This is an optimization exercise on Yosys and OpenROAD, whose aim is small area, a short achievable clock period and few clock cycles per item, not a production implementation.
The RTL was checked by simulation tests, not by an equivalence proof against the original design.
Power and IR drop assume default switching activity.

<file path="flow/config.mk">
export PLATFORM = sky130hd
export DESIGN_NAME = MD5_custom_SIMD_instruction
export DESIGN_NICKNAME = MD5_custom_SIMD_instruction
export VERILOG_FILES = /design/flow/design.v
export SDC_FILE = /design/flow/constraint.sdc
export NUM_CORES = 8
export LEC_CHECK = 0
export ABC_AREA = 1
export CAP_MARGIN = 20
export CORE_AREA = 5 5 385 385
export DIE_AREA = 0 0 390 390
export SLEW_MARGIN = 20
export TNS_END_PERCENT = 0
</file>
<file path="flow/constraint.sdc">
create_clock -name core_clock -period 12.0 [get_ports {clk}]
set_input_delay 2.4000 -clock core_clock [delete_from_list [all_inputs] [get_ports {clk}]]
set_output_delay 2.4000 -clock core_clock [all_outputs]
set_load 0.01 [all_outputs]
</file>
<file path="flow/design.v">
module md5_tables (
  input  wire [5:0]  step,
  output wire [7:0]  msel,
  output wire [3:0]  fsel,
  output wire [3:0]  rv,
  output wire [4:0]  ru,
  output wire        cl
);
  wire [63:0] msel_t0 = 64'h0040400018988444;
  assign msel[0] = msel_t0[step];
  wire [63:0] msel_t1 = 64'h1010080800404202;
  assign msel[1] = msel_t1[step];
  wire [63:0] msel_t2 = 64'h0000202000000080;
  assign msel[2] = msel_t2[step];
  wire [63:0] msel_t3 = 64'h0888800022220000;
  assign msel[3] = msel_t3[step];
  wire [63:0] msel_t4 = 64'h0000044440001111;
  assign msel[4] = msel_t4[step];
  wire [63:0] msel_t5 = 64'h2626111101010000;
  assign msel[5] = msel_t5[step];
  wire [63:0] msel_t6 = 64'h0101008084042020;
  assign msel[6] = msel_t6[step];
  wire [63:0] msel_t7 = 64'h0000020200000808;
  assign msel[7] = msel_t7[step];
  wire [63:0] fsel_t0 = 64'h0000000000007fff;
  assign fsel[0] = fsel_t0[step];
  wire [63:0] fsel_t1 = 64'h000000007fff8000;
  assign fsel[1] = fsel_t1[step];
  wire [63:0] fsel_t2 = 64'h00007fff80000000;
  assign fsel[2] = fsel_t2[step];
  wire [63:0] fsel_t3 = 64'h7fff800000000000;
  assign fsel[3] = fsel_t3[step];
  wire [63:0] rv_t0 = 64'h00002aaac4441111;
  assign rv[0] = rv_t0[step];
  wire [63:0] rv_t1 = 64'h444400001999a222;
  assign rv[1] = rv_t1[step];
  wire [63:0] rv_t2 = 64'h1999800022224444;
  assign rv[2] = rv_t2[step];
  wire [63:0] rv_t3 = 64'h2222555500000888;
  assign rv[3] = rv_t3[step];
  wire [63:0] ru_t0 = 64'h0888888888888888;
  assign ru[0] = ru_t0[step];
  wire [63:0] ru_t1 = 64'h1111111111110000;
  assign ru[1] = ru_t1[step];
  wire [63:0] ru_t2 = 64'h2222000022221111;
  assign ru[2] = ru_t2[step];
  wire [63:0] ru_t3 = 64'h0000222200002222;
  assign ru[3] = ru_t3[step];
  wire [63:0] ru_t4 = 64'h4444444444444444;
  assign ru[4] = ru_t4[step];
  wire [63:0] cl_t0 = 64'h8000000000000000;
  assign cl = cl_t0[step];
endmodule
module md5_add (
  input  wire [31:0] a,
  input  wire [31:0] b,
  output wire [31:0] s
);
  wire [31:0] p = a ^ b;
  wire [31:0] gg = a & b;
  wire g1 = gg[1] | (p[1] & gg[0]);
  wire p1 = p[1] & p[0];
  wire g2 = gg[3] | (p[3] & gg[2]);
  wire p2 = p[3] & p[2];
  wire g3 = gg[5] | (p[5] & gg[4]);
  wire p3 = p[5] & p[4];
  wire g4 = gg[7] | (p[7] & gg[6]);
  wire p4 = p[7] & p[6];
  wire g5 = gg[9] | (p[9] & gg[8]);
  wire p5 = p[9] & p[8];
  wire g6 = gg[11] | (p[11] & gg[10]);
  wire p6 = p[11] & p[10];
  wire g7 = gg[13] | (p[13] & gg[12]);
  wire p7 = p[13] & p[12];
  wire g8 = gg[15] | (p[15] & gg[14]);
  wire p8 = p[15] & p[14];
  wire g9 = gg[17] | (p[17] & gg[16]);
  wire p9 = p[17] & p[16];
  wire g10 = gg[19] | (p[19] & gg[18]);
  wire p10 = p[19] & p[18];
  wire g11 = gg[21] | (p[21] & gg[20]);
  wire p11 = p[21] & p[20];
  wire g12 = gg[23] | (p[23] & gg[22]);
  wire p12 = p[23] & p[22];
  wire g13 = gg[25] | (p[25] & gg[24]);
  wire p13 = p[25] & p[24];
  wire g14 = gg[27] | (p[27] & gg[26]);
  wire p14 = p[27] & p[26];
  wire g15 = gg[29] | (p[29] & gg[28]);
  wire p15 = p[29] & p[28];
  wire g16 = gg[31] | (p[31] & gg[30]);
  wire p16 = p[31] & p[30];
  wire g17 = gg[2] | (p[2] & g1);
  wire p17 = p[2] & p1;
  wire g18 = g2 | (p2 & g1);
  wire p18 = p2 & p1;
  wire g19 = gg[6] | (p[6] & g3);
  wire p19 = p[6] & p3;
  wire g20 = g4 | (p4 & g3);
  wire p20 = p4 & p3;
  wire g21 = gg[10] | (p[10] & g5);
  wire p21 = p[10] & p5;
  wire g22 = g6 | (p6 & g5);
  wire p22 = p6 & p5;
  wire g23 = gg[14] | (p[14] & g7);
  wire p23 = p[14] & p7;
  wire g24 = g8 | (p8 & g7);
  wire p24 = p8 & p7;
  wire g25 = gg[18] | (p[18] & g9);
  wire p25 = p[18] & p9;
  wire g26 = g10 | (p10 & g9);
  wire p26 = p10 & p9;
  wire g27 = gg[22] | (p[22] & g11);
  wire p27 = p[22] & p11;
  wire g28 = g12 | (p12 & g11);
  wire p28 = p12 & p11;
  wire g29 = gg[26] | (p[26] & g13);
  wire p29 = p[26] & p13;
  wire g30 = g14 | (p14 & g13);
  wire p30 = p14 & p13;
  wire g31 = gg[30] | (p[30] & g15);
  wire p31 = p[30] & p15;
  wire g32 = g16 | (p16 & g15);
  wire p32 = p16 & p15;
  wire g33 = gg[4] | (p[4] & g18);
  wire p33 = p[4] & p18;
  wire g34 = g3 | (p3 & g18);
  wire p34 = p3 & p18;
  wire g35 = g19 | (p19 & g18);
  wire p35 = p19 & p18;
  wire g36 = g20 | (p20 & g18);
  wire p36 = p20 & p18;
  wire g37 = gg[12] | (p[12] & g22);
  wire p37 = p[12] & p22;
  wire g38 = g7 | (p7 & g22);
  wire p38 = p7 & p22;
  wire g39 = g23 | (p23 & g22);
  wire p39 = p23 & p22;
  wire g40 = g24 | (p24 & g22);
  wire p40 = p24 & p22;
  wire g41 = gg[20] | (p[20] & g26);
  wire p41 = p[20] & p26;
  wire g42 = g11 | (p11 & g26);
  wire p42 = p11 & p26;
  wire g43 = g27 | (p27 & g26);
  wire p43 = p27 & p26;
  wire g44 = g28 | (p28 & g26);
  wire p44 = p28 & p26;
  wire g45 = gg[28] | (p[28] & g30);
  wire p45 = p[28] & p30;
  wire g46 = g15 | (p15 & g30);
  wire p46 = p15 & p30;
  wire g47 = g31 | (p31 & g30);
  wire p47 = p31 & p30;
  wire g48 = g32 | (p32 & g30);
  wire p48 = p32 & p30;
  wire g49 = gg[8] | (p[8] & g36);
  wire p49 = p[8] & p36;
  wire g50 = g5 | (p5 & g36);
  wire p50 = p5 & p36;
  wire g51 = g21 | (p21 & g36);
  wire p51 = p21 & p36;
  wire g52 = g22 | (p22 & g36);
  wire p52 = p22 & p36;
  wire g53 = g37 | (p37 & g36);
  wire p53 = p37 & p36;
  wire g54 = g38 | (p38 & g36);
  wire p54 = p38 & p36;
  wire g55 = g39 | (p39 & g36);
  wire p55 = p39 & p36;
  wire g56 = g40 | (p40 & g36);
  wire p56 = p40 & p36;
  wire g57 = gg[24] | (p[24] & g44);
  wire p57 = p[24] & p44;
  wire g58 = g13 | (p13 & g44);
  wire p58 = p13 & p44;
  wire g59 = g29 | (p29 & g44);
  wire p59 = p29 & p44;
  wire g60 = g30 | (p30 & g44);
  wire p60 = p30 & p44;
  wire g61 = g45 | (p45 & g44);
  wire p61 = p45 & p44;
  wire g62 = g46 | (p46 & g44);
  wire p62 = p46 & p44;
  wire g63 = g47 | (p47 & g44);
  wire p63 = p47 & p44;
  wire g64 = g48 | (p48 & g44);
  wire p64 = p48 & p44;
  wire g65 = gg[16] | (p[16] & g56);
  wire p65 = p[16] & p56;
  wire g66 = g9 | (p9 & g56);
  wire p66 = p9 & p56;
  wire g67 = g25 | (p25 & g56);
  wire p67 = p25 & p56;
  wire g68 = g26 | (p26 & g56);
  wire p68 = p26 & p56;
  wire g69 = g41 | (p41 & g56);
  wire p69 = p41 & p56;
  wire g70 = g42 | (p42 & g56);
  wire p70 = p42 & p56;
  wire g71 = g43 | (p43 & g56);
  wire p71 = p43 & p56;
  wire g72 = g44 | (p44 & g56);
  wire p72 = p44 & p56;
  wire g73 = g57 | (p57 & g56);
  wire p73 = p57 & p56;
  wire g74 = g58 | (p58 & g56);
  wire p74 = p58 & p56;
  wire g75 = g59 | (p59 & g56);
  wire p75 = p59 & p56;
  wire g76 = g60 | (p60 & g56);
  wire p76 = p60 & p56;
  wire g77 = g61 | (p61 & g56);
  wire p77 = p61 & p56;
  wire g78 = g62 | (p62 & g56);
  wire p78 = p62 & p56;
  wire g79 = g63 | (p63 & g56);
  wire p79 = p63 & p56;
  wire g80 = g64 | (p64 & g56);
  wire p80 = p64 & p56;
  assign s = p ^ {g79, g78, g77, g76, g75, g74, g73, g72, g71, g70, g69, g68, g67, g66, g65, g56, g55, g54, g53, g52, g51, g50, g49, g36, g35, g34, g33, g18, g17, g1, gg[0], 1'b0};
endmodule
module md5_addbk (
  input  wire [31:0] a,
  input  wire [31:0] b,
  output wire [31:0] s
);
  wire [31:0] p = a ^ b;
  wire [31:0] gg = a & b;
  wire g1 = gg[1] | (p[1] & gg[0]);
  wire p1 = p[1] & p[0];
  wire g2 = gg[3] | (p[3] & gg[2]);
  wire p2 = p[3] & p[2];
  wire g3 = gg[5] | (p[5] & gg[4]);
  wire p3 = p[5] & p[4];
  wire g4 = gg[7] | (p[7] & gg[6]);
  wire p4 = p[7] & p[6];
  wire g5 = gg[9] | (p[9] & gg[8]);
  wire p5 = p[9] & p[8];
  wire g6 = gg[11] | (p[11] & gg[10]);
  wire p6 = p[11] & p[10];
  wire g7 = gg[13] | (p[13] & gg[12]);
  wire p7 = p[13] & p[12];
  wire g8 = gg[15] | (p[15] & gg[14]);
  wire p8 = p[15] & p[14];
  wire g9 = gg[17] | (p[17] & gg[16]);
  wire p9 = p[17] & p[16];
  wire g10 = gg[19] | (p[19] & gg[18]);
  wire p10 = p[19] & p[18];
  wire g11 = gg[21] | (p[21] & gg[20]);
  wire p11 = p[21] & p[20];
  wire g12 = gg[23] | (p[23] & gg[22]);
  wire p12 = p[23] & p[22];
  wire g13 = gg[25] | (p[25] & gg[24]);
  wire p13 = p[25] & p[24];
  wire g14 = gg[27] | (p[27] & gg[26]);
  wire p14 = p[27] & p[26];
  wire g15 = gg[29] | (p[29] & gg[28]);
  wire p15 = p[29] & p[28];
  wire g16 = gg[31] | (p[31] & gg[30]);
  wire p16 = p[31] & p[30];
  wire g17 = g2 | (p2 & g1);
  wire p17 = p2 & p1;
  wire g18 = g4 | (p4 & g3);
  wire p18 = p4 & p3;
  wire g19 = g6 | (p6 & g5);
  wire p19 = p6 & p5;
  wire g20 = g8 | (p8 & g7);
  wire p20 = p8 & p7;
  wire g21 = g10 | (p10 & g9);
  wire p21 = p10 & p9;
  wire g22 = g12 | (p12 & g11);
  wire p22 = p12 & p11;
  wire g23 = g14 | (p14 & g13);
  wire p23 = p14 & p13;
  wire g24 = g16 | (p16 & g15);
  wire p24 = p16 & p15;
  wire g25 = g18 | (p18 & g17);
  wire p25 = p18 & p17;
  wire g26 = g20 | (p20 & g19);
  wire p26 = p20 & p19;
  wire g27 = g22 | (p22 & g21);
  wire p27 = p22 & p21;
  wire g28 = g24 | (p24 & g23);
  wire p28 = p24 & p23;
  wire g29 = g26 | (p26 & g25);
  wire p29 = p26 & p25;
  wire g30 = g28 | (p28 & g27);
  wire p30 = p28 & p27;
  wire g31 = g30 | (p30 & g29);
  wire p31 = p30 & p29;
  wire g32 = g27 | (p27 & g29);
  wire p32 = p27 & p29;
  wire g33 = g19 | (p19 & g25);
  wire p33 = p19 & p25;
  wire g34 = g21 | (p21 & g29);
  wire p34 = p21 & p29;
  wire g35 = g23 | (p23 & g32);
  wire p35 = p23 & p32;
  wire g36 = g3 | (p3 & g17);
  wire p36 = p3 & p17;
  wire g37 = g5 | (p5 & g25);
  wire p37 = p5 & p25;
  wire g38 = g7 | (p7 & g33);
  wire p38 = p7 & p33;
  wire g39 = g9 | (p9 & g29);
  wire p39 = p9 & p29;
  wire g40 = g11 | (p11 & g34);
  wire p40 = p11 & p34;
  wire g41 = g13 | (p13 & g32);
  wire p41 = p13 & p32;
  wire g42 = g15 | (p15 & g35);
  wire p42 = p15 & p35;
  wire g43 = gg[2] | (p[2] & g1);
  wire p43 = p[2] & p1;
  wire g44 = gg[4] | (p[4] & g17);
  wire p44 = p[4] & p17;
  wire g45 = gg[6] | (p[6] & g36);
  wire p45 = p[6] & p36;
  wire g46 = gg[8] | (p[8] & g25);
  wire p46 = p[8] & p25;
  wire g47 = gg[10] | (p[10] & g37);
  wire p47 = p[10] & p37;
  wire g48 = gg[12] | (p[12] & g33);
  wire p48 = p[12] & p33;
  wire g49 = gg[14] | (p[14] & g38);
  wire p49 = p[14] & p38;
  wire g50 = gg[16] | (p[16] & g29);
  wire p50 = p[16] & p29;
  wire g51 = gg[18] | (p[18] & g39);
  wire p51 = p[18] & p39;
  wire g52 = gg[20] | (p[20] & g34);
  wire p52 = p[20] & p34;
  wire g53 = gg[22] | (p[22] & g40);
  wire p53 = p[22] & p40;
  wire g54 = gg[24] | (p[24] & g32);
  wire p54 = p[24] & p32;
  wire g55 = gg[26] | (p[26] & g41);
  wire p55 = p[26] & p41;
  wire g56 = gg[28] | (p[28] & g35);
  wire p56 = p[28] & p35;
  wire g57 = gg[30] | (p[30] & g42);
  wire p57 = p[30] & p42;
  assign s = p ^ {g57, g42, g56, g35, g55, g41, g54, g32, g53, g40, g52, g34, g51, g39, g50, g29, g49, g38, g48, g33, g47, g37, g46, g25, g45, g36, g44, g17, g43, g1, gg[0], 1'b0};
endmodule
module md5_ktab (
  input  wire [5:0]  step,
  output wire [31:0] k
);
  wire [63:0] t0 = 64'hf4ef5e112e3a536a;
  assign k[0] = t0[step];
  wire [63:0] t1 = 64'h289b0182c394bd3f;
  assign k[1] = t1[step];
  wire [63:0] t2 = 64'h12a3d68c0f88250d;
  assign k[2] = t2[step];
  wire [63:0] t3 = 64'h20a42914744c259e;
  assign k[3] = t3[step];
  wire [63:0] t4 = 64'h72752940311a16a3;
  assign k[4] = t4[step];
  wire [63:0] t5 = 64'h352679721484cf1c;
  assign k[5] = t5[step];
  wire [63:0] t6 = 64'h01e8f1e8b5db8087;
  assign k[6] = t6[step];
  wire [63:0] t7 = 64'h6d5b339177e4378e;
  assign k[7] = t7[step];
  wire [63:0] t8 = 64'hc64b15329bc5bf49;
  assign k[8] = t8[step];
  wire [63:0] t9 = 64'hfb83c1b93167273d;
  assign k[9] = t9[step];
  wire [63:0] t10 = 64'h09f165d147b4857d;
  assign k[10] = t10[step];
  wire [63:0] t11 = 64'h08d934fccac2428c;
  assign k[11] = t11[step];
  wire [63:0] t12 = 64'h7ce97ec5845b1fc3;
  assign k[12] = t12[step];
  wire [63:0] t13 = 64'h99a7a3cf98619103;
  assign k[13] = t13[step];
  wire [63:0] t14 = 64'h7bf968bb48e63736;
  assign k[14] = t14[step];
  wire [63:0] t15 = 64'h7135185918e505d5;
  assign k[15] = t15[step];
  wire [63:0] t16 = 64'haa2c93e73be82215;
  assign k[16] = t16[step];
  wire [63:0] t17 = 64'h782d32f8fd4e8251;
  assign k[17] = t17[step];
  wire [63:0] t18 = 64'he1724a5e331ec75d;
  assign k[18] = t18[step];
  wire [63:0] t19 = 64'h15b9d6faf40ab60c;
  assign k[19] = t19[step];
  wire [63:0] t20 = 64'h380e18fb8746fe2c;
  assign k[20] = t20[step];
  wire [63:0] t21 = 64'h11a1e36df9ac622e;
  assign k[21] = t21[step];
  wire [63:0] t22 = 64'ha8281a15bed32749;
  assign k[22] = t22[step];
  wire [63:0] t23 = 64'h60e67ffe9ae45a95;
  assign k[23] = t23[step];
  wire [63:0] t24 = 64'hdafb2817edc45fdc;
  assign k[24] = t24[step];
  wire [63:0] t25 = 64'hefb33171a15aab10;
  assign k[25] = t25[step];
  wire [63:0] t26 = 64'h9dfcf66ff64ab25a;
  assign k[26] = t26[step];
  wire [63:0] t27 = 64'h75b629d6d8245fe1;
  assign k[27] = t27[step];
  wire [63:0] t28 = 64'h1924aa6492289248;
  assign k[28] = t28[step];
  wire [63:0] t29 = 64'hfbae91eebac6baeb;
  assign k[29] = t29[step];
  wire [63:0] t30 = 64'hcdaddb36b76ddadd;
  assign k[30] = t30[step];
  wire [63:0] t31 = 64'h5b76db6ddb6db76d;
  assign k[31] = t31[step];
endmodule
module MD5_custom_SIMD_instruction (clk, reset,
	in_v, rd, vrd1, vrd2,
		in_data, in_vdata1, in_vdata2,
	out_v, out_rd, out_vrd1, out_vrd2,
		out_data, out_vdata1, out_vdata2);
	input clk, reset;
	input in_v;
	input [4:0] rd;
	input [2:0] vrd1, vrd2;
	input [32-1:0] in_data;
	input [256-1:0] in_vdata1, in_vdata2;
	output out_v;
	output [4:0] out_rd;
	output [2:0] out_vrd1, out_vrd2;
	output [32-1:0] out_data;
	output [256-1:0] out_vdata1, out_vdata2;
	wire [511:0] min = {in_vdata2, in_vdata1};
	reg        busy, fin, outv, first;
	reg [5:0]  cnt;
	reg [4:0]  t_rd;
	reg [2:0]  t_vrd1, t_vrd2;
	reg [31:0] a, b, c, d, t;
	reg [31:0] ring [0:15];
	reg [7:0]  mr;
	reg [3:0]  fs;
	wire       cl = fin;
	reg [3:0]  rv;
	reg [4:0]  ru;
	always @(*) begin
		case ({cnt[5:4], cnt[1:0]})
			4'd0: begin rv = fin ? 4'd0 : 4'd8; ru = fin ? 5'd0 : 5'd1; end
			4'd1: begin rv = fin ? 4'd0 : 4'd1; ru = fin ? 5'd0 : 5'd4; end
			4'd2: begin rv = fin ? 4'd0 : 4'd2; ru = fin ? 5'd0 : 5'd8; end
			4'd3: begin rv = fin ? 4'd0 : 4'd4; ru = fin ? 5'd0 : 5'd16; end
			4'd4: begin rv = fin ? 4'd0 : 4'd2; ru = fin ? 5'd0 : 5'd1; end
			4'd5: begin rv = fin ? 4'd0 : 4'd2; ru = fin ? 5'd0 : 5'd2; end
			4'd6: begin rv = fin ? 4'd0 : 4'd4; ru = fin ? 5'd0 : 5'd4; end
			4'd7: begin rv = fin ? 4'd0 : 4'd1; ru = fin ? 5'd0 : 5'd16; end
			4'd8: begin rv = fin ? 4'd0 : 4'd1; ru = fin ? 5'd0 : 5'd1; end
			4'd9: begin rv = fin ? 4'd0 : 4'd8; ru = fin ? 5'd0 : 5'd2; end
			4'd10: begin rv = fin ? 4'd0 : 4'd1; ru = fin ? 5'd0 : 5'd8; end
			4'd11: begin rv = fin ? 4'd0 : 4'd8; ru = fin ? 5'd0 : 5'd16; end
			4'd12: begin rv = fin ? 4'd0 : 4'd4; ru = fin ? 5'd0 : 5'd1; end
			4'd13: begin rv = fin ? 4'd0 : 4'd4; ru = fin ? 5'd0 : 5'd2; end
			4'd14: begin rv = fin ? 4'd0 : 4'd8; ru = fin ? 5'd0 : 5'd4; end
			4'd15: begin rv = fin ? 4'd0 : 4'd2; ru = fin ? 5'd0 : 5'd16; end
			default: begin rv = 4'd0; ru = 5'd0; end
		endcase
	end
	wire       run = busy | fin;
	wire       last = busy & (cnt == 6'd63);
	wire [31:0] kadd;
	wire [7:0]  msel;
	wire [3:0]  fsel, rvn;
	wire [4:0]  run_;
	wire        cln;
	md5_tables tab (.step(cnt), .msel(msel), .fsel(fsel), .rv(rvn), .ru(run_), .cl(cln));
	wire        pol = ~cnt[0] & ~fin;
	wire [31:0] mword = {32{pol}} ^ (
		({32{mr[0]}} & ring[0]) |
		({32{mr[1]}} & ring[1]) |
		({32{mr[2]}} & ring[2]) |
		({32{mr[3]}} & ring[3]) |
		({32{mr[4]}} & ring[5]) |
		({32{mr[5]}} & ring[8]) |
		({32{mr[6]}} & ring[9]) |
		({32{mr[7]}} & ring[10]));
	wire [31:0] kt;
	md5_ktab ktab (.step(cnt), .k(kt));
	wire [31:0] kr = fin ? 32'h10325476 : kt;
	wire [31:0] ts = d ^ kr ^ mword;
	wire [31:0] tc = (d & kr) | (d & mword) | (kr & mword);
	wire [31:0] tsum;
	md5_addbk addt (.a(ts), .b({tc[30:0], 1'b0}), .s(tsum));
	wire [31:0] f = ({32{first}} & 32'hd76aa477) |
		({32{fs[0]}} & ((b & c) | (~b & d))) |
		({32{fs[1]}} & ((d & b) | (~d & c))) |
		({32{fs[2]}} & (b ^ c ^ d)) |
		({32{fs[3]}} & (c ^ (b | ~d)));
	wire [31:0] x;
	md5_add addx (.a(f), .b(t), .s(x));
	wire [31:0] z =
		({32{rv[0]}} & x) |
		({32{rv[1]}} & {x[30:0], x[31:31]}) |
		({32{rv[2]}} & {x[29:0], x[31:30]}) |
		({32{rv[3]}} & {x[28:0], x[31:29]});
	wire [31:0] y =
		({32{ru[0]}} & {z[27:0], z[31:28]}) |
		({32{ru[1]}} & {z[23:0], z[31:24]}) |
		({32{ru[2]}} & {z[19:0], z[31:20]}) |
		({32{ru[3]}} & {z[15:0], z[31:16]}) |
		({32{ru[4]}} & {z[11:0], z[31:12]}) |
		({32{cl}} & 32'hefcdab89);
	wire [31:0] bn;
	md5_add addb (.a(b), .b(y), .s(bn));
	wire [31:0] dn;
	md5_addbk addd (.a(c), .b({32{fin}} & 32'h98badcfe), .s(dn));
	integer j;
	always @(posedge clk) begin
		if (reset) begin
			busy <= 1'b0;
			fin <= 1'b0;
			outv <= 1'b0;
		end else begin
			busy <= busy ? ~last : in_v;
			fin <= last;
			outv <= fin;
		end
		first <= ~run;
		cnt <= busy ? cnt + 6'd1 : 6'd0;
		mr <= busy ? msel : 8'd4;
		fs <= busy ? fsel : 4'd0;
		a <= t;
		if (run) begin
			b <= bn;
			c <= b;
			d <= dn;
			t <= tsum;
			for (j = 0; j < 16; j = j + 1) ring[(j+1)%16] <= ~ring[j];
		end else begin
			b <= 32'hefcdab89; c <= 32'h98badcfe; d <= 32'h10325476;
			t <= min[31:0];
			t_rd <= rd; t_vrd1 <= vrd1; t_vrd2 <= vrd2;
			ring[1] <= ~min[31:0];
			ring[2] <= ~min[63:32];
			ring[4] <= ~min[95:64];
			ring[15] <= ~min[127:96];
			ring[13] <= ~min[159:128];
			ring[6] <= ~min[191:160];
			ring[0] <= ~min[223:192];
			ring[3] <= ~min[255:224];
			ring[9] <= ~min[287:256];
			ring[10] <= ~min[319:288];
			ring[12] <= ~min[351:320];
			ring[7] <= ~min[383:352];
			ring[5] <= ~min[415:384];
			ring[14] <= ~min[447:416];
			ring[8] <= ~min[479:448];
			ring[11] <= ~min[511:480];
		end
	end
	assign out_v = outv;
	assign out_rd = t_rd;
	assign out_vrd1 = t_vrd1;
	assign out_vrd2 = t_vrd2;
	assign out_data = 32'd0;
	assign out_vdata2 = {256{1'b0}};
	assign out_vdata1 = {128'd0, t, d, b, a};
endmodule
</file>
<file path="flow/flow/run.sh">
#!/bin/bash
# ORFS layout (the standard.sh) with: the full-adder and half-adder cells kept out of
# synthesis and layout (the platform's don't-use list plus fa/ha), a tighter setup-repair
# target, free resizing, and minimum-size port buffers.
set -euo pipefail
DU="sky130_fd_sc_hd__probe_p_8 sky130_fd_sc_hd__probec_p_8 sky130_fd_sc_hd__lpflow_bleeder_1 sky130_fd_sc_hd__lpflow_clkbufkapwr_1 sky130_fd_sc_hd__lpflow_clkbufkapwr_16 sky130_fd_sc_hd__lpflow_clkbufkapwr_2 sky130_fd_sc_hd__lpflow_clkbufkapwr_4 sky130_fd_sc_hd__lpflow_clkbufkapwr_8 sky130_fd_sc_hd__lpflow_clkinvkapwr_1 sky130_fd_sc_hd__lpflow_clkinvkapwr_16 sky130_fd_sc_hd__lpflow_clkinvkapwr_2 sky130_fd_sc_hd__lpflow_clkinvkapwr_4 sky130_fd_sc_hd__lpflow_clkinvkapwr_8 sky130_fd_sc_hd__lpflow_decapkapwr_12 sky130_fd_sc_hd__lpflow_decapkapwr_3 sky130_fd_sc_hd__lpflow_decapkapwr_4 sky130_fd_sc_hd__lpflow_decapkapwr_6 sky130_fd_sc_hd__lpflow_decapkapwr_8 sky130_fd_sc_hd__lpflow_inputiso0n_1 sky130_fd_sc_hd__lpflow_inputiso0p_1 sky130_fd_sc_hd__lpflow_inputiso1n_1 sky130_fd_sc_hd__lpflow_inputiso1p_1 sky130_fd_sc_hd__lpflow_inputisolatch_1 sky130_fd_sc_hd__lpflow_isobufsrc_1 sky130_fd_sc_hd__lpflow_isobufsrc_16 sky130_fd_sc_hd__lpflow_isobufsrc_2 sky130_fd_sc_hd__lpflow_isobufsrc_4 sky130_fd_sc_hd__lpflow_isobufsrc_8 sky130_fd_sc_hd__lpflow_isobufsrckapwr_16 sky130_fd_sc_hd__lpflow_lsbuf_lh_hl_isowell_tap_1 sky130_fd_sc_hd__lpflow_lsbuf_lh_hl_isowell_tap_2 sky130_fd_sc_hd__lpflow_lsbuf_lh_hl_isowell_tap_4 sky130_fd_sc_hd__lpflow_lsbuf_lh_isowell_4 sky130_fd_sc_hd__lpflow_lsbuf_lh_isowell_tap_1 sky130_fd_sc_hd__lpflow_lsbuf_lh_isowell_tap_2 sky130_fd_sc_hd__lpflow_lsbuf_lh_isowell_tap_4 sky130_fd_sc_hd__fa_1 sky130_fd_sc_hd__fa_2 sky130_fd_sc_hd__fa_4 sky130_fd_sc_hd__ha_1 sky130_fd_sc_hd__ha_2 sky130_fd_sc_hd__ha_4"
bash standard.sh "DONT_USE_CELLS=$DU" SETUP_SLACK_MARGIN=6.5 MATCH_CELL_FOOTPRINT=0 SKIP_REPAIR_TIE_FANOUT=1 "BUFFER_PORTS_ARGS=-buffer_cell sky130_fd_sc_hd__buf_1" finish > standard.log 2>&1
</file>
<file path="flow/standard.sh">
#!/bin/bash
# synth_recipe.tcl (not shown) runs the flow's synth.tcl, then flattens the netlist and writes it again
# the make line also repeats each setting of config.mk as NAME=value (left out here)
make -C /OpenROAD-flow-scripts/flow DESIGN_CONFIG=/design/flow/config.mk WORK_HOME=/design/flow/orfs CLKGATE_MAP_FILE= SYNTH_SCRIPT=/design/flow/synth_recipe.tcl "${@:-finish}"
</file>
==> results.json, run 1 <==
{
  "status": "complete, no violations",
  "setup_viol": 0,
  "worstSetupPathType": "reg2reg",
  "synth-main-ff-cell": "dfxtp_1",
  "drt.antenna.violating_nets": 0,
  "viasPerCell": 4.84,
  "hold_viol": 0,
  "syn-cell-area_sq_mm": 0.0388,
  "grtUsageMet1": 0.238,
  "synth_warnings": 2,
  "fmax_mhz": 194,
  "syn_area_per_cell_sq_um": 7.54,
  "hold_buffers": 0,
  "final_cell_mix": "1229 x nand2_1, 679 x dfxtp_1, 665 x buf_1",
  "grt.total_usage": 0.203,
  "switchingPower_uw": 3620,
  "cp_max_fo": 28,
  "clk_pin_slew_ns": 0.07,
  "irDropWorstVdd_mv": 0.113,
  "drtIter0Drc": 2793,
  "p_leak_uw": 0.0208,
  "dieArea_sq_mm": 0.152,
  "ys_ff_latch": 705,
  "io_pins": 1114,
  "synth-compound-area-share": 0.0964,
  "muxShareOfSynthArea": 0.124,
  "use_met2": 0.347,
  "vias": 35500,
  "ys_seq_area_frac": 0.367,
  "synth-simple-area-share": 0.248,
  "p_comb_frac": 0.356,
  "fin_skew_ns": 0.0420,
  "clk_latency_ns": 0.69,
  "synth_top_area_frac": 0.358,
  "cp-start-kind": "register",
  "slew_viol_final": 0,
  "initial_core_util": 0.270,
  "tns_ns": 0,
  "portBuffers": 665,
  "worstHoldStart": "ring[13][29]",
  "cap_violations": 0,
  "intPower_uw": 5250,
  "clk_path_buf_depth": 3,
  "grt_overflow": 0,
  "grt_max_degree": 417,
  "reg2reg_slack_ns": 6.84,
  "final_common_cell": "nand2_1",
  "pwr-share-seq": 0.341,
  "numCtsBuffers": 80,
  "worst_path_max_delay_cell": "dfxtp_4",
  "dp_hpwl_microns": 126000,
  "num_rows": 139,
  "synthXorXnorAreaFrac": 0.0232,
  "reg2reg_from": "cnt[3]",
  "grt_pass1_wl_microns": 230000,
  "powerDensity_mw_per_mm2": 205,
  "antenna_found_initial": 24,
  "ff2ff_path_depth": 28,
  "drc": 0,
  "cts_tree": "yes",
  "fin_crit_ns": 5.16,
  "nets": 5902,
  "rsz0062_at_grt": "true",
  "yosysUniqueCellTypes": 68,
  "wire_per_inst_microns": 22.3,
  "grt_pass1_vias": 34300,
  "synthArstFlopShare": 0,
  "power_switching_share": 0.408,
  "slowest_delay_ns": 0.57,
  "critPathCaptureType": "register",
  "synth_area_leader_cell": "dfxtp_1",
  "hold_path.class": "reg2reg",
  "cts.htree.levels": 3,
  "fin_util": 0.301,
  "fillerInstances": 15600,
  "tightestPinTransition_ns": 1.21,
  "busiest_layer": "met2",
  "die_h_microns": 390,
  "min_path_cells": 1,
  "worstPathArrival_ns": 5.78,
  "r2r-end": "t[31]",
  "fin_crit_sh": 0.430,
  "drt_wl_total_microns": 163000,
  "crit_path_frequent_cell": "nand2_1",
  "syn2layout_area_growth_pct": 11.4,
  "cts_root_buf": "clkbuf_16",
  "synth_area_leaders": "dfxtp_1 36%, mux2i_1 12%, nand2_1 12%, buf_4 8.3%, nand3_1 4.9%",
  "drive_gt1_frac": 0.0710,
  "first_pass_iters": 7,
  "critical_path_required_ns": 12.63,
  "synth_top_family_by_area": "simple AND/OR/NAND/NOR gates",
  "synth_edf_count": 11,
  "syn_inst": 5139,
  "cts.sinks": 705,
  "met3_usage": 0.0453,
  "gp_congestion": 0.964,
  "core_area_sq_mm": 0.143,
  "min_to": "ring[14][29]",
  "die_w_microns": 390,
  "clkPwrFrac": 0.303,
  "synthAdderAreaFrac": 0,
  "max_slew_margin": 0.192
}
==> stage by stage <==
| step | total power, uW | instances | hold slack [ns] | worst slack (ns) | cell area, sq um |
|---|---|---|---|---|---|
| 4_1_cts | 8900 | 7296 | 0.358 | 6.45 | 42900 |
| 6_report | 8870 | 7321 | 0.377 | 6.84 | 43200 |
| 2_1_floorplan | 5220 | 5139 | 0.387 | 8.46 | 38800 |
| 3_3_place_gp | 6150 | 7152 | 0.388 | 6.01 | 40000 |
| 3_5_place_dp | 6200 | 7152 | 0.392 | 6.05 | 40000 |
| 5_1_grt | 9420 | 7316 | 0.371 | 6.49 | 43200 |
==> power groups by stage <==
| stage | sequential [uW] | clock, uW | combinational [uW] |
|---|---|---|---|
| floorplan | 2950 | 0 | 2270 |
| global placement | 3070 | 0 | 3080 |
| detailed placement | 3080 | 0 | 3120 |
| CTS | 3030 | 2740 | 3130 |
| global route | 3060 | 2840 | 3520 |
| finish | 3030 | 2680 | 3160 |
==> cell families (layout without fill, tap and decap cells) <==
| kind of cell | Yosys count | count (layout) |
|---|---|---|
| other | 1 | 13 |
| AND/OR/NAND/NOR | 2244 | 2244 |
| multiplexers | 481 | 481 |
| AO/OA/AOI/OAI | 618 | 618 |
| XOR/XNOR | 102 | 102 |
| flip-flops | 705 | 705 |
| buffers and inverters | 988 | 1255 |
==> worst max-delay path: cells and delay by family, from the launching register on <==
kind / cells / cell delay, ns
flops: 1 / 0.57
simple gates: 20 / 2.66
xor+xnor: 2 / 0.43
buf+inv: 3 / 0.71
compound gates: 3 / 0.68
==> Yosys cell counts, types with 22 or more instances <==
cell,instances
inv_2,38
mux2i_1,481
nand3b_1,23
nor2_2,29
a21oi_1,208
clkbuf_1,97
nand4_1,70
o21ai_0,150
nor3_1,32
o211ai_1,25
nor2_1,374
a21boi_0,22
a221oi_1,47
dfxtp_1,694
inv_1,349
or2_2,22
nand2_2,45
o21ai_1,41
nand2_1,1233
buf_1,41
o21bai_1,26
nand3_1,379
buf_4,427
xor2_1,81
==> flip-flops by register name, summed over array words and instances, names as in the netlist <==
signal / cells
fin: 1
ring: 512
t_vrd1: 3
t_rd: 5
outv: 1
a: 32
t_vrd2: 3
cnt: 6
mr: 8
fs: 4
t: 32
busy: 1
c: 32
first: 1
b: 32
d: 32
==> worst max path at each step <==
stage                       from  endpoint  slack (ns)  cells after the start
after floorplan            b[11]     b[22]        8.46                     33
after global placement    cnt[0]     t[31]        6.01                     30
after detailed placement  cnt[0]     t[31]        6.05                     30
after CTS                 cnt[1]     t[31]        6.45                     30
after global routing         fin     d[31]        6.49                     32
final                     cnt[3]     t[31]        6.84                     28
==> metal layers <==
layer / vias up / share of wire
met5: - / 0.00037
met4: 10 / 0.057
met3: 348 / 0.078
met2: 1504 / 0.48
met1: 16600 / 0.39
li1: 17000 / -
==> repair_timing <==
action                                  in CTS  in global routing
endpoints found under the setup margin      32                 38
resized for setup                            5                 28
gates cloned                                 0                  1
pin swaps                                    0                  2
setup buffers                                0                 11
==> layout make-up <==
type / count / area, sq um / area share
Tap cell: 1903 / 2380 / 0.0551
Multi-Input combinational cell: 3446 / 19200 / 0.444
Timing Repair inverter: 1 / 7.51 / 0.000174
Timing Repair Buffer: 719 / 2980 / 0.0691
Inverter: 391 / 1480 / 0.0343
Antenna cell: 12 / 30.0 / 0.000695
Clock buffer: 105 / 2210 / 0.0511
Sequential cell: 705 / 14300 / 0.330
Clock inverter: 39 / 664 / 0.0154
Testbench counts, summed over its fixed seeds: cycles 105,600, hashes 1,600.
==> run 2, diff against run 1 <==
==> flow/flow/run.sh (replaced) <==
#!/bin/bash
# ORFS layout (the standard.sh) with: the full-adder and half-adder cells kept out of
# synthesis and layout (the platform's don't-use list plus fa/ha), a tighter setup-repair
# target, free resizing, and minimum-size port buffers.
set -euo pipefail
DU="sky130_fd_sc_hd__probe_p_8 sky130_fd_sc_hd__probec_p_8 sky130_fd_sc_hd__lpflow_bleeder_1 sky130_fd_sc_hd__lpflow_clkbufkapwr_1 sky130_fd_sc_hd__lpflow_clkbufkapwr_16 sky130_fd_sc_hd__lpflow_clkbufkapwr_2 sky130_fd_sc_hd__lpflow_clkbufkapwr_4 sky130_fd_sc_hd__lpflow_clkbufkapwr_8 sky130_fd_sc_hd__lpflow_clkinvkapwr_1 sky130_fd_sc_hd__lpflow_clkinvkapwr_16 sky130_fd_sc_hd__lpflow_clkinvkapwr_2 sky130_fd_sc_hd__lpflow_clkinvkapwr_4 sky130_fd_sc_hd__lpflow_clkinvkapwr_8 sky130_fd_sc_hd__lpflow_decapkapwr_12 sky130_fd_sc_hd__lpflow_decapkapwr_3 sky130_fd_sc_hd__lpflow_decapkapwr_4 sky130_fd_sc_hd__lpflow_decapkapwr_6 sky130_fd_sc_hd__lpflow_decapkapwr_8 sky130_fd_sc_hd__lpflow_inputiso0n_1 sky130_fd_sc_hd__lpflow_inputiso0p_1 sky130_fd_sc_hd__lpflow_inputiso1n_1 sky130_fd_sc_hd__lpflow_inputiso1p_1 sky130_fd_sc_hd__lpflow_inputisolatch_1 sky130_fd_sc_hd__lpflow_isobufsrc_1 sky130_fd_sc_hd__lpflow_isobufsrc_16 sky130_fd_sc_hd__lpflow_isobufsrc_2 sky130_fd_sc_hd__lpflow_isobufsrc_4 sky130_fd_sc_hd__lpflow_isobufsrc_8 sky130_fd_sc_hd__lpflow_isobufsrckapwr_16 sky130_fd_sc_hd__lpflow_lsbuf_lh_hl_isowell_tap_1 sky130_fd_sc_hd__lpflow_lsbuf_lh_hl_isowell_tap_2 sky130_fd_sc_hd__lpflow_lsbuf_lh_hl_isowell_tap_4 sky130_fd_sc_hd__lpflow_lsbuf_lh_isowell_4 sky130_fd_sc_hd__lpflow_lsbuf_lh_isowell_tap_1 sky130_fd_sc_hd__lpflow_lsbuf_lh_isowell_tap_2 sky130_fd_sc_hd__lpflow_lsbuf_lh_isowell_tap_4 sky130_fd_sc_hd__fa_1 sky130_fd_sc_hd__fa_2 sky130_fd_sc_hd__fa_4 sky130_fd_sc_hd__ha_1 sky130_fd_sc_hd__ha_2 sky130_fd_sc_hd__ha_4"
bash standard.sh "DONT_USE_CELLS=$DU" SETUP_SLACK_MARGIN=9.5 MATCH_CELL_FOOTPRINT=0 SKIP_REPAIR_TIE_FANOUT=1 "BUFFER_PORTS_ARGS=-buffer_cell sky130_fd_sc_hd__buf_1" finish > standard.log 2>&1
==> run 2 against run 1 <==
Net effect:
- still clean
- design area rose by 8.9%
- first-iteration DRC count down 5.5%
- via count is 3.4% higher
- sequential cell count is the same
- combinational power grew 25%
- critical path depth grew 9
- wire length rose by 3.0%
- synthesized area unchanged
- setup slack gained 0.95 ns
- fmax up 23%
- final cell count is 2.3% higher
- critical path type unchanged
- largest cell class unchanged
- highest routed layer unchanged
==> results.json, run 2 <==
{
  "nets": 6075,
  "clk_pin_slew_ns": 0.06,
  "drt.antenna.violating_nets": 0,
  "fin_crit_sh": 0.351,
  "crit_path_end": "b[17]",
  "pwr-share-seq": 0.318,
  "grt.total_usage": 0.208,
  "cts.sinks": 705,
  "grt_pass1_vias": 35500,
  "tightestPinTransition_ns": 1.16,
  "grt_overflow": 0,
  "worst_path_max_delay_cell": "dfxtp_4",
  "die_w_microns": 390,
  "cp_max_fo": 8,
  "synth_top_area_frac": 0.358,
  "largest_reg_flops": 512,
  "ys_ff_latch": 705,
  "drc": 0,
  "hold_viol": 0,
  "worstSetupPathType": "reg2reg",
  "yosysMostFrequentCell": "nand2_1",
  "r2r-end": "b[17]",
  "switchingPower_uw": 3990,
  "dieArea_sq_mm": 0.152,
  "die_h_microns": 390,
  "yosys-top-cells-count": "1233 x nand2_1, 694 x dfxtp_1, 481 x mux2i_1",
  "drtIter0Drc": 2640,
  "cts.htree.levels": 3,
  "largest-register": "ring",
  "core_area_sq_mm": 0.143,
  "whs_ns": 0.379,
  "fin_area_sq_mm": 0.0470,
  "max_slew_margin": 0.228,
  "fmax_mhz": 238,
  "busiest_layer": "met2",
  "powerDensity_mw_per_mm2": 204,
  "dp.cells": 7152,
  "grt_pass1_wl_microns": 235000,
  "syn_inst": 5139,
  "vias": 36700,
  "clk_latency_ns": 0.68,
  "clk_path_buf_depth": 3,
  "cp-start-kind": "register",
  "clkPwrFrac": 0.271,
  "worstPathArrival_ns": 4.80,
  "grt_max_degree": 417,
  "drt_wl_total_microns": 168000,
  "irDropWorstVdd_mv": 0.146,
  "critPathLaunch": "fs[1]",
  "numCtsBuffers": 78,
  "fin_crit_ns": 4.21,
  "syn-cell-area_sq_mm": 0.0388,
  "p_comb_frac": 0.411,
  "io_pins": 1114,
  "portBuffers": 665,
  "critical_path_required_ns": 12.59,
  "setup_viol": 0,
  "cap_violations": 0,
  "p_leak_uw": 0.0222,
  "wire_per_inst_microns": 22.4,
  "gp_congestion": 0.957,
  "syn_area_per_cell_sq_um": 7.54,
  "synth_area_leader_cell": "dfxtp_1",
  "syn2layout_area_growth_pct": 21.3,
  "ys_seq_area_frac": 0.367,
  "power_switching_share": 0.415,
  "place_area_sq_mm": 0.0401,
  "dp_hpwl_microns": 124000,
  "synth_edf_count": 11,
  "status": "complete, no violations",
  "intPower_uw": 5620,
  "num_rows": 139,
  "first_pass_iters": 6,
  "fin_skew_ns": 0.0379,
  "met3_usage": 0.0460,
  "slowest_delay_ns": 0.42,
  "instances_no_fill": 7492,
  "yosysUniqueCellTypes": 68,
  "antenna_found_initial": 18,
  "critPathCaptureType": "register",
  "hold_path.class": "reg2reg",
  "grtUsageMet1": 0.239,
  "viasPerCell": 4.89,
  "reg2reg_slack_ns": 7.79,
  "synth-main-ff-cell": "dfxtp_1",
  "slew_viol_final": 0,
  "crit_path_frequent_cell": "nand2_2",
  "synth_area_leaders": "dfxtp_1 36%, mux2i_1 12%, nand2_1 12%, buf_4 8.3%, nand3_1 4.9%",
  "final_common_cell": "nand2_1",
  "ff2ff_path_depth": 37,
  "reg2reg_from": "fs[1]",
  "cts_tree": "yes",
  "synthArstFlopShare": 0,
  "final_cell_mix": "1086 x nand2_1, 659 x buf_1, 615 x dfxtp_1",
  "rsz0062_at_grt": "true",
  "cts_root_buf": "clkbuf_16",
  "initial_core_util": 0.270,
  "synth_warnings": 2,
  "tns_ns": 0,
  "use_met2": 0.352,
  "hold_buffers": 0,
  "drive_gt1_frac": 0.187
}
==> run 2: cell families after synthesis <==
logic type / after synthesis / share of synthesized area
AND/OR/NAND/NOR: 2244 / 0.248
buffers and inverters: 988 / 0.141
flip-flops: 705 / 0.367
AO/OA/AOI/OAI: 618 / 0.0964
multiplexers: 481 / 0.124
XOR/XNOR: 102 / 0.0232
other: 1 / 0.0000968
==> run 2: critical path, delay by kind of cell (launching register included) <==
family,cells,cell delay [ns]
and+or+nand+nor,31,3.05
buffers and inverters,4,0.45
DFF,1,0.42
AOI/OAI and AO/OA,2,0.16
==> run 2: final cells by class <==
cell class | instances | area [sq um]
well taps | 1903 | 2380
inverters | 391 | 1580
clock buffers | 106 | 2200
repair buffers | 889 | 4640
flip-flops and latches | 705 | 14400
diodes | 12 | 30.0
fillers | 15200 | 96500
multi-input cells | 3448 | 21200
repair inverters | 4 | 25.0
clock inverters | 34 | 579
==> run 2: power groups by stage <==
stage          clock network [uW]  logic [uW]  registers, uW
3_5_place_dp                    0        3140           3080
6_report                     2610        3940           3060
4_1_cts                      2670        3630           3050
2_1_floorplan                   0        2290           2960
5_1_grt                      2770        4300           3090
3_3_place_gp                    0        3100           3080
==> run 2: through the flow <==
| step | power, uW | utilization | setup slack [ns] |
|---|---|---|---|
| final | 9610 | 0.328 | 7.79 |
| after detailed placement | 6220 | 0.280 | 5.96 |
| after global routing | 10200 | 0.328 | 7.52 |
| after global placement | 6180 | 0.280 | 5.82 |
| after floorplan | 5250 | - | 8.55 |
| after CTS | 9350 | 0.319 | 7.93 |
==> run 2: worst min path at each step <==
stage / slack (ns) / startpoint / depth (start not counted) / endpoint
6_report: 0.38 / ring[4][25] / 1 / ring[5][25]
5_1_grt: 0.40 / ring[4][25] / 1 / ring[5][25]
4_1_cts: 0.38 / ring[12][30] / 1 / ring[13][30]
3_5_place_dp: 0.39 / ring[13][14] / 1 / ring[14][14]
3_3_place_gp: 0.39 / ring[13][27] / 1 / ring[14][27]
2_1_floorplan: 0.39 / ring[15][0] / 1 / ring[0][0]
==> run 2: timing repair <==
action                                  CTS  global route
endpoints found under the setup margin  753           750
cloned                                    8             1
gates resized for setup                 467           242
buffers inserted                        140            39
pin swaps                               137           117
==> run 2: routing by layer <==
| layer | vias up | routed length [microns] | share of wire |
|---|---|---|---|
| li1 | 17400 | - | - |
| met1 | 17200 | 64200 | 0.38 |
| met2 | 1607 | 78800 | 0.47 |
| met3 | 466 | 12900 | 0.077 |
| met4 | 2 | 11900 | 0.071 |
| met5 | - | 13 | 0.000078 |
==> run 3, diff against run 2 <==
==> flow/flow/run.sh (replaced) <==
#!/bin/bash
# ORFS layout (the standard.sh) with: the full-adder and half-adder cells kept out of
# synthesis and layout (the platform's don't-use list plus fa/ha), a tighter setup-repair
# target, free resizing, and minimum-size port buffers.
set -euo pipefail
DU="sky130_fd_sc_hd__probe_p_8 sky130_fd_sc_hd__probec_p_8 sky130_fd_sc_hd__lpflow_bleeder_1 sky130_fd_sc_hd__lpflow_clkbufkapwr_1 sky130_fd_sc_hd__lpflow_clkbufkapwr_16 sky130_fd_sc_hd__lpflow_clkbufkapwr_2 sky130_fd_sc_hd__lpflow_clkbufkapwr_4 sky130_fd_sc_hd__lpflow_clkbufkapwr_8 sky130_fd_sc_hd__lpflow_clkinvkapwr_1 sky130_fd_sc_hd__lpflow_clkinvkapwr_16 sky130_fd_sc_hd__lpflow_clkinvkapwr_2 sky130_fd_sc_hd__lpflow_clkinvkapwr_4 sky130_fd_sc_hd__lpflow_clkinvkapwr_8 sky130_fd_sc_hd__lpflow_decapkapwr_12 sky130_fd_sc_hd__lpflow_decapkapwr_3 sky130_fd_sc_hd__lpflow_decapkapwr_4 sky130_fd_sc_hd__lpflow_decapkapwr_6 sky130_fd_sc_hd__lpflow_decapkapwr_8 sky130_fd_sc_hd__lpflow_inputiso0n_1 sky130_fd_sc_hd__lpflow_inputiso0p_1 sky130_fd_sc_hd__lpflow_inputiso1n_1 sky130_fd_sc_hd__lpflow_inputiso1p_1 sky130_fd_sc_hd__lpflow_inputisolatch_1 sky130_fd_sc_hd__lpflow_isobufsrc_1 sky130_fd_sc_hd__lpflow_isobufsrc_16 sky130_fd_sc_hd__lpflow_isobufsrc_2 sky130_fd_sc_hd__lpflow_isobufsrc_4 sky130_fd_sc_hd__lpflow_isobufsrc_8 sky130_fd_sc_hd__lpflow_isobufsrckapwr_16 sky130_fd_sc_hd__lpflow_lsbuf_lh_hl_isowell_tap_1 sky130_fd_sc_hd__lpflow_lsbuf_lh_hl_isowell_tap_2 sky130_fd_sc_hd__lpflow_lsbuf_lh_hl_isowell_tap_4 sky130_fd_sc_hd__lpflow_lsbuf_lh_isowell_4 sky130_fd_sc_hd__lpflow_lsbuf_lh_isowell_tap_1 sky130_fd_sc_hd__lpflow_lsbuf_lh_isowell_tap_2 sky130_fd_sc_hd__lpflow_lsbuf_lh_isowell_tap_4 sky130_fd_sc_hd__fa_1 sky130_fd_sc_hd__fa_2 sky130_fd_sc_hd__fa_4 sky130_fd_sc_hd__ha_1 sky130_fd_sc_hd__ha_2 sky130_fd_sc_hd__ha_4"
bash standard.sh "DONT_USE_CELLS=$DU" SETUP_SLACK_MARGIN=10 MATCH_CELL_FOOTPRINT=0 SKIP_REPAIR_TIE_FANOUT=1 "BUFFER_PORTS_ARGS=-buffer_cell sky130_fd_sc_hd__buf_1" finish > standard.log 2>&1
==> run 3 against run 2 <==
Net effect:
- worst hold slack is the same
- largest cell class unchanged
- count of clock-buffer cells in the layout unchanged
- sequential cell count is the same
- die area stayed put
- register-to-register slack hardly changed
- critical path depth did not move
- sequential power is essentially flat
- via count did not move
- first-iteration DRC count stayed put
- final cell count unchanged
- global-route usage stayed put
- non-clock buffer count did not move
==> results.json, run 3 <==
{
  "largest_reg_flops": 512,
  "wire_per_inst_microns": 22.4,
  "synth_edf_count": 11,
  "min_path_cells": 1,
  "ys_ff_latch": 705,
  "hold_path.class": "reg2reg",
  "cp-start-kind": "register",
  "max_slew_margin": 0.228,
  "crit_path_frequent_cell": "nand2_2",
  "dp_hpwl_microns": 124000,
  "tns_ns": 0,
  "worstHoldStart": "ring[4][25]",
  "ff2ff_path_depth": 37,
  "die_h_microns": 390,
  "irDropWorstVdd_mv": 0.146,
  "status": "complete, no violations",
  "clk_path_buf_depth": 3,
  "yosysUniqueCellTypes": 68,
  "portBuffers": 665,
  "ys_seq_area_frac": 0.367,
  "viasPerCell": 4.89,
  "synth-main-ff-cell": "dfxtp_1",
  "gp_congestion": 0.957,
  "rsz0062_at_grt": "true",
  "antenna_found_initial": 18,
  "io_pins": 1114,
  "powerDensity_mw_per_mm2": 204,
  "multiInputGateArea_sq_mm": 0.0212,
  "drtIter0Drc": 2640,
  "fillerInstances": 15200,
  "p_leak_uw": 0.0222,
  "slew_viol_final": 0,
  "worst_path_max_delay_cell": "dfxtp_4",
  "final_cell_mix": "1086 x nand2_1, 659 x buf_1, 615 x dfxtp_1",
  "first_pass_iters": 6,
  "cp_max_fo": 8,
  "whs_ns": 0.379,
  "grt_pass1_vias": 35500,
  "drt_wl_total_microns": 168000,
  "yosysMostFrequentCell": "nand2_1",
  "syn_area_per_cell_sq_um": 7.54,
  "drt.antenna.violating_nets": 0,
  "seqCellArea_sq_mm": 0.0144,
  "hold_buffers": 0,
  "vias": 36700,
  "initial_core_util": 0.270,
  "critPathCaptureType": "register",
  "syn-cell-area_sq_mm": 0.0388,
  "largest-register": "ring",
  "nets": 6075,
  "path_buf_inv": 4,
  "cp_num_cells": 37,
  "drive_gt1_frac": 0.187,
  "num_rows": 139,
  "r2r-end": "b[17]",
  "synth_warnings": 2,
  "drc": 0,
  "fin_crit_ns": 4.21,
  "cts_tree": "yes",
  "die_w_microns": 390,
  "reg2reg_from": "fs[1]",
  "clk_latency_ns": 0.68,
  "yosys-top-cells-count": "1233 x nand2_1, 694 x dfxtp_1, 481 x mux2i_1",
  "clk_pin_slew_ns": 0.06,
  "cap_violations": 0,
  "grt.total_usage": 0.208,
  "synth_top_area_frac": 0.358,
  "min_to": "ring[5][25]",
  "tightestPinTransition_ns": 1.16,
  "fin_crit_sh": 0.351,
  "slowest_delay_ns": 0.42,
  "grt_overflow": 0,
  "grt_pass1_wl_microns": 235000,
  "final_common_cell": "nand2_1",
  "grt_max_degree": 417,
  "fin_skew_ns": 0.0379,
  "reg2reg_slack_ns": 7.79,
  "synth_area_leaders": "dfxtp_1 36%, mux2i_1 12%, nand2_1 12%, buf_4 8.3%, nand3_1 4.9%",
  "hold_viol": 0,
  "critical_path_required_ns": 12.59,
  "dieArea_sq_mm": 0.152,
  "synthArstFlopShare": 0,
  "setup_viol": 0,
  "fmax_mhz": 238,
  "core_area_sq_mm": 0.143,
  "worstSetupPathType": "reg2reg",
  "syn2layout_area_growth_pct": 21.3,
  "cts.sinks": 705,
  "cts.htree.levels": 3,
  "critPathTopFamily": "simple AND/OR/NAND/NOR gates",
  "cts_root_buf": "clkbuf_16",
  "numCtsBuffers": 78,
  "syn_inst": 5139,
  "synth_area_leader_cell": "dfxtp_1",
  "worstPathArrival_ns": 4.80
}
run 3: per-layer routing:
metal	up-vias	global-route usage	share of wire
met5	-	0	0.000078
met2	1607	0.352	0.47
met3	466	0.0460	0.077
met1	17200	0.239	0.38
met4	2	0.123	0.071
li1	17400	-	-
run 3: kinds of logic (layout without fill, tap and decap cells):
kind of cell,Yosys count,in the layout,synth area share
other cells,1,13,0.0000968
compound gates,618,618,0.0964
buf+inv,988,1424,0.141
mux,481,481,0.124
flops,705,705,0.367
xor+xnor,102,102,0.0232
simple gates,2244,2246,0.248
run 3: worst register-to-register path, delay by kind of cell, from the launching register on:
| family | cells | cell delay, ns |
|---|---|---|
| and+or+nand+nor | 31 | 3.07 |
| AOI/OAI and AO/OA | 2 | 0.16 |
| buffers and inverters | 4 | 0.46 |
| DFF | 1 | 0.42 |
run 3: through the flow:
step | util | power [uW] | cells | cell area [sq um] | setup WS (ns)
after floorplan | - | 5250 | 5139 | 38900 | 8.55
after global placement | 0.280 | 6180 | 7152 | 40100 | 5.82
after detailed placement | 0.280 | 6220 | 7152 | 40100 | 5.96
after CTS | 0.319 | 9350 | 7440 | 45800 | 7.93
after global routing | 0.328 | 10200 | 7485 | 47000 | 7.52
final | 0.328 | 9610 | 7492 | 47000 | 7.79
run 3: cell type report:
cell class,count,share of cell area
clock inverters,34,0.0123
clock buffers,106,0.0467
repair inverters,4,0.000532
multi-input cells,3448,0.451
inverters,391,0.0336
diodes,12,0.000639
well taps,1903,0.0506
flip-flops and latches,705,0.306
repair buffers,889,0.0987
run 3: what timing repair did:
item | CTS | global route
setup buffers | 140 | 39
gates cloned | 8 | 1
resized for setup | 467 | 242
pin swaps | 137 | 117
setup endpoints to repair | 798 | 767
run 3: power by group:
group          internal (uW)  switching (uW)  leakage [uW]
registers               2700             352       0.00596
clock network           1540            1070       0.00135
logic                   1380            2560        0.0149
run 3: how the worst max path moves through the flow:
stage,start,to,slack [ns]
after floorplan,b[3],b[25],8.55
after global placement,cnt[0],t[31],5.82
after detailed placement,cnt[0],t[31],5.96
after CTS,fs[1],b[27],7.93
after global routing,fs[1],b[28],7.52
final,fs[1],b[17],7.79
==> run 4, diff against run 3 <==
==> flow/flow/run.sh (replaced) <==
#!/bin/bash
# ORFS layout (the standard.sh) with: the full-adder and half-adder cells kept out of
# synthesis and layout (the platform's don't-use list plus fa/ha), a tighter setup-repair
# target, free resizing, and minimum-size port buffers.
set -euo pipefail
DU="sky130_fd_sc_hd__probe_p_8 sky130_fd_sc_hd__probec_p_8 sky130_fd_sc_hd__lpflow_bleeder_1 sky130_fd_sc_hd__lpflow_clkbufkapwr_1 sky130_fd_sc_hd__lpflow_clkbufkapwr_16 sky130_fd_sc_hd__lpflow_clkbufkapwr_2 sky130_fd_sc_hd__lpflow_clkbufkapwr_4 sky130_fd_sc_hd__lpflow_clkbufkapwr_8 sky130_fd_sc_hd__lpflow_clkinvkapwr_1 sky130_fd_sc_hd__lpflow_clkinvkapwr_16 sky130_fd_sc_hd__lpflow_clkinvkapwr_2 sky130_fd_sc_hd__lpflow_clkinvkapwr_4 sky130_fd_sc_hd__lpflow_clkinvkapwr_8 sky130_fd_sc_hd__lpflow_decapkapwr_12 sky130_fd_sc_hd__lpflow_decapkapwr_3 sky130_fd_sc_hd__lpflow_decapkapwr_4 sky130_fd_sc_hd__lpflow_decapkapwr_6 sky130_fd_sc_hd__lpflow_decapkapwr_8 sky130_fd_sc_hd__lpflow_inputiso0n_1 sky130_fd_sc_hd__lpflow_inputiso0p_1 sky130_fd_sc_hd__lpflow_inputiso1n_1 sky130_fd_sc_hd__lpflow_inputiso1p_1 sky130_fd_sc_hd__lpflow_inputisolatch_1 sky130_fd_sc_hd__lpflow_isobufsrc_1 sky130_fd_sc_hd__lpflow_isobufsrc_16 sky130_fd_sc_hd__lpflow_isobufsrc_2 sky130_fd_sc_hd__lpflow_isobufsrc_4 sky130_fd_sc_hd__lpflow_isobufsrc_8 sky130_fd_sc_hd__lpflow_isobufsrckapwr_16 sky130_fd_sc_hd__lpflow_lsbuf_lh_hl_isowell_tap_1 sky130_fd_sc_hd__lpflow_lsbuf_lh_hl_isowell_tap_2 sky130_fd_sc_hd__lpflow_lsbuf_lh_hl_isowell_tap_4 sky130_fd_sc_hd__lpflow_lsbuf_lh_isowell_4 sky130_fd_sc_hd__lpflow_lsbuf_lh_isowell_tap_1 sky130_fd_sc_hd__lpflow_lsbuf_lh_isowell_tap_2 sky130_fd_sc_hd__lpflow_lsbuf_lh_isowell_tap_4 sky130_fd_sc_hd__fa_1 sky130_fd_sc_hd__fa_2 sky130_fd_sc_hd__fa_4 sky130_fd_sc_hd__ha_1 sky130_fd_sc_hd__ha_2 sky130_fd_sc_hd__ha_4"
bash standard.sh "DONT_USE_CELLS=$DU" SETUP_SLACK_MARGIN=8.5 MATCH_CELL_FOOTPRINT=0 "BUFFER_PORTS_ARGS=-buffer_cell sky130_fd_sc_hd__buf_1" finish > standard.log 2>&1
==> run 4 against run 3 <==
Net effect:
- via count grew 3.6%
- sequential power about the same
- first-iteration DRC count rose by 11%
- power decreased by 0.48%
- sequential cell count unchanged
- wire length is 2.8% higher
- critical path type unchanged
- largest cell class unchanged
- largest power group unchanged
==> results.json, run 4 <==
{
  "core_area_sq_mm": 0.143,
  "dieArea_sq_mm": 0.152,
  "hold_path.class": "reg2reg",
  "drt.antenna.violating_nets": 0,
  "synth_edf_count": 11,
  "yosys-top-cells-count": "1233 x nand2_1, 694 x dfxtp_1, 481 x mux2i_1",
  "num_rows": 139,
  "hold_buffers": 0,
  "first_pass_iters": 9,
  "synth_warnings": 2,
  "yosysUniqueCellTypes": 68,
  "rsz0062_at_grt": "true",
  "irDropWorstVdd_mv": 0.129,
  "cp-start-kind": "register",
  "antenna_found_initial": 29,
  "use_met2": 0.358,
  "whs_ns": 0.386,
  "grt.total_usage": 0.211,
  "place_area_sq_mm": 0.0416,
  "largest_reg_flops": 512,
  "fin_crit_sh": 0.350,
  "grtUsageMet1": 0.240,
  "drt_wl_total_microns": 172000,
  "worstSetupPathType": "reg2reg",
  "io_pins": 1114,
  "drive_gt1_frac": 0.168,
  "numCtsBuffers": 79,
  "clk_latency_ns": 0.69,
  "multiInputGateArea_sq_mm": 0.0226,
  "syn_inst": 5139,
  "vias": 38000,
  "crit_path_frequent_cell": "nand2_2",
  "syn-cell-area_sq_mm": 0.0388,
  "drc": 0,
  "busiest_layer": "met2",
  "setup_viol": 0,
  "final_common_cell": "nand2_1",
  "gp_congestion": 1.01,
  "portBuffers": 665,
  "cts_tree": "yes",
  "fillerInstances": 15100,
  "slew_viol_final": 0,
  "grt_pass1_wl_microns": 238000,
  "die_w_microns": 390,
  "status": "complete, no violations",
  "critical_path_required_ns": 12.53,
  "tns_ns": 0,
  "worst_path_max_delay_cell": "dfxtp_2",
  "cts_root_buf": "clkbuf_16",
  "ys_seq_area_frac": 0.367,
  "grt_pass1_vias": 35600,
  "synth_top_area_frac": 0.358,
  "cap_violations": 0,
  "initial_core_util": 0.270,
  "fin_crit_ns": 4.20,
  "met3_usage": 0.0504,
  "seqCellArea_sq_mm": 0.0144,
  "grt_max_degree": 124,
  "fin_area_sq_mm": 0.0486,
  "fin_skew_ns": 0.0416,
  "syn2layout_area_growth_pct": 25.3,
  "synth-main-ff-cell": "dfxtp_1",
  "max_slew_margin": 0.228,
  "dp_hpwl_microns": 129000,
  "final_cell_mix": "1101 x nand2_1, 664 x buf_1, 617 x dfxtp_1",
  "hold_viol": 0,
  "powerDensity_mw_per_mm2": 197,
  "synth_area_leaders": "dfxtp_1 36%, mux2i_1 12%, nand2_1 12%, buf_4 8.3%, nand3_1 4.9%",
  "p_leak_uw": 0.0235,
  "drtIter0Drc": 2924,
  "synth_area_leader_cell": "dfxtp_1",
  "power_uw": 9560,
  "grt_overflow": 0,
  "largest-register": "ring",
  "worstPathArrival_ns": 4.73,
  "yosysMostFrequentCell": "nand2_1",
  "nets": 6501,
  "clk_path_buf_depth": 3,
  "wire_per_inst_microns": 21.8,
  "cts.htree.levels": 3,
  "tightestPinTransition_ns": 1.16,
  "clk_pin_slew_ns": 0.07,
  "die_h_microns": 390,
  "viasPerCell": 4.80,
  "ys_ff_latch": 705,
  "critPathCaptureType": "register",
  "fmax_mhz": 238,
  "syn_area_per_cell_sq_um": 7.54,
  "cts.sinks": 705,
  "slowest_delay_ns": 0.35,
  "synthArstFlopShare": 0,
  "cp_max_fo": 9
}
run 4: cell counts after synthesis:
No cell type changed its count.
run 4: logic make-up (layout without fill, tap and decap cells):
kind of cell / after synthesis / after routing / synth area share
buf+inv: 988 / 1436 / 0.141
compound gates: 618 / 618 / 0.0964
simple gates: 2244 / 2247 / 0.248
xor+xnor: 102 / 102 / 0.0232
mux: 481 / 481 / 0.124
other cells: 1 / 433 / 0.0000968
flops: 705 / 705 / 0.367
run 4: final cells by class:
| type | instances | area share |
|---|---|---|
| diodes | 17 | 0.000876 |
| multi-input cells | 3864 | 0.465 |
| inverters | 391 | 0.0331 |
| repair buffers | 899 | 0.0964 |
| repair inverters | 3 | 0.000567 |
| well taps | 1903 | 0.0490 |
| clock buffers | 113 | 0.0481 |
| flip-flops and latches | 705 | 0.297 |
| clock inverters | 30 | 0.0100 |
run 4: repair_timing:
item                       CTS  global route
resized for setup          470           231
pin swaps                   98           117
buffers inserted           136            54
gates cloned                 9             2
setup endpoints to repair  337           329
run 4: final timing paths:
check          startpoint           end  slack [ns]  cells after the start
max reg2reg         fs[0]         b[22]        7.80                     35
min reg2reg  ring[12][16]  ring[13][16]        0.39                      1
min          ring[12][16]  ring[13][16]        0.39                      1
max                 fs[0]         b[22]        7.80                     35
run 4: per-stage QoR:
stage / util / cells / worst slack, ns
floorplan: - / 5554 / 8.50
global placement: 0.290 / 7564 / 5.46
detailed placement: 0.290 / 7564 / 5.49
CTS: 0.330 / 7852 / 7.89
global route: 0.338 / 7917 / 7.58
finish: 0.339 / 7925 / 7.80
run 4: power by group:
part	switching [uW]	internal, uW	total, uW
registers	373	2710	3080
logic	2520	1350	3870
clock network	1080	1530	2610
run 4: layer usage:
metal	part of all wire	routed length, microns
met4	0.070	12100
met5	0.00060	103
met1	0.37	64400
met2	0.47	80900
met3	0.087	15000
run 4: critical path, delay by kind of cell (launching register included):
family                 cells  cell delay [ns]
AOI/OAI and AO/OA          3             0.35
buffers and inverters      3             0.42
and+or+nand+nor           29             2.85
DFF                        1             0.35

-- afterwards: timing with drivers on the ports --
In the flow no input, the clock included, has a driving cell. The finished layouts below were timed again as built, in two steps. Step 1 assumes that a clkbuf_16 drives the clock port and a buf_2 every other input. Step 2 also shifts input and output timing later by t, the mid clock arrival at the registers, as if the neighbouring blocks saw the same clock. Slacks: no drivers / after step 1 / after step 2; pairs: no drivers / after step 1.
run	t (ns)	setup slack, ns	hold WS [ns]
run 1	0.760	6.844 / 6.844 / 6.844	0.377 / 0.377 / 0.377
run 2	0.752	7.793 / 7.793 / 7.793	0.379 / 0.379 / 0.379
run 3	0.752	7.793 / 7.793 / 7.793	0.379 / 0.379 / 0.379
run 4	0.760	7.804 / 7.804 / 7.804	0.386 / 0.386 / 0.386
After both steps every run listed still meets setup and hold.
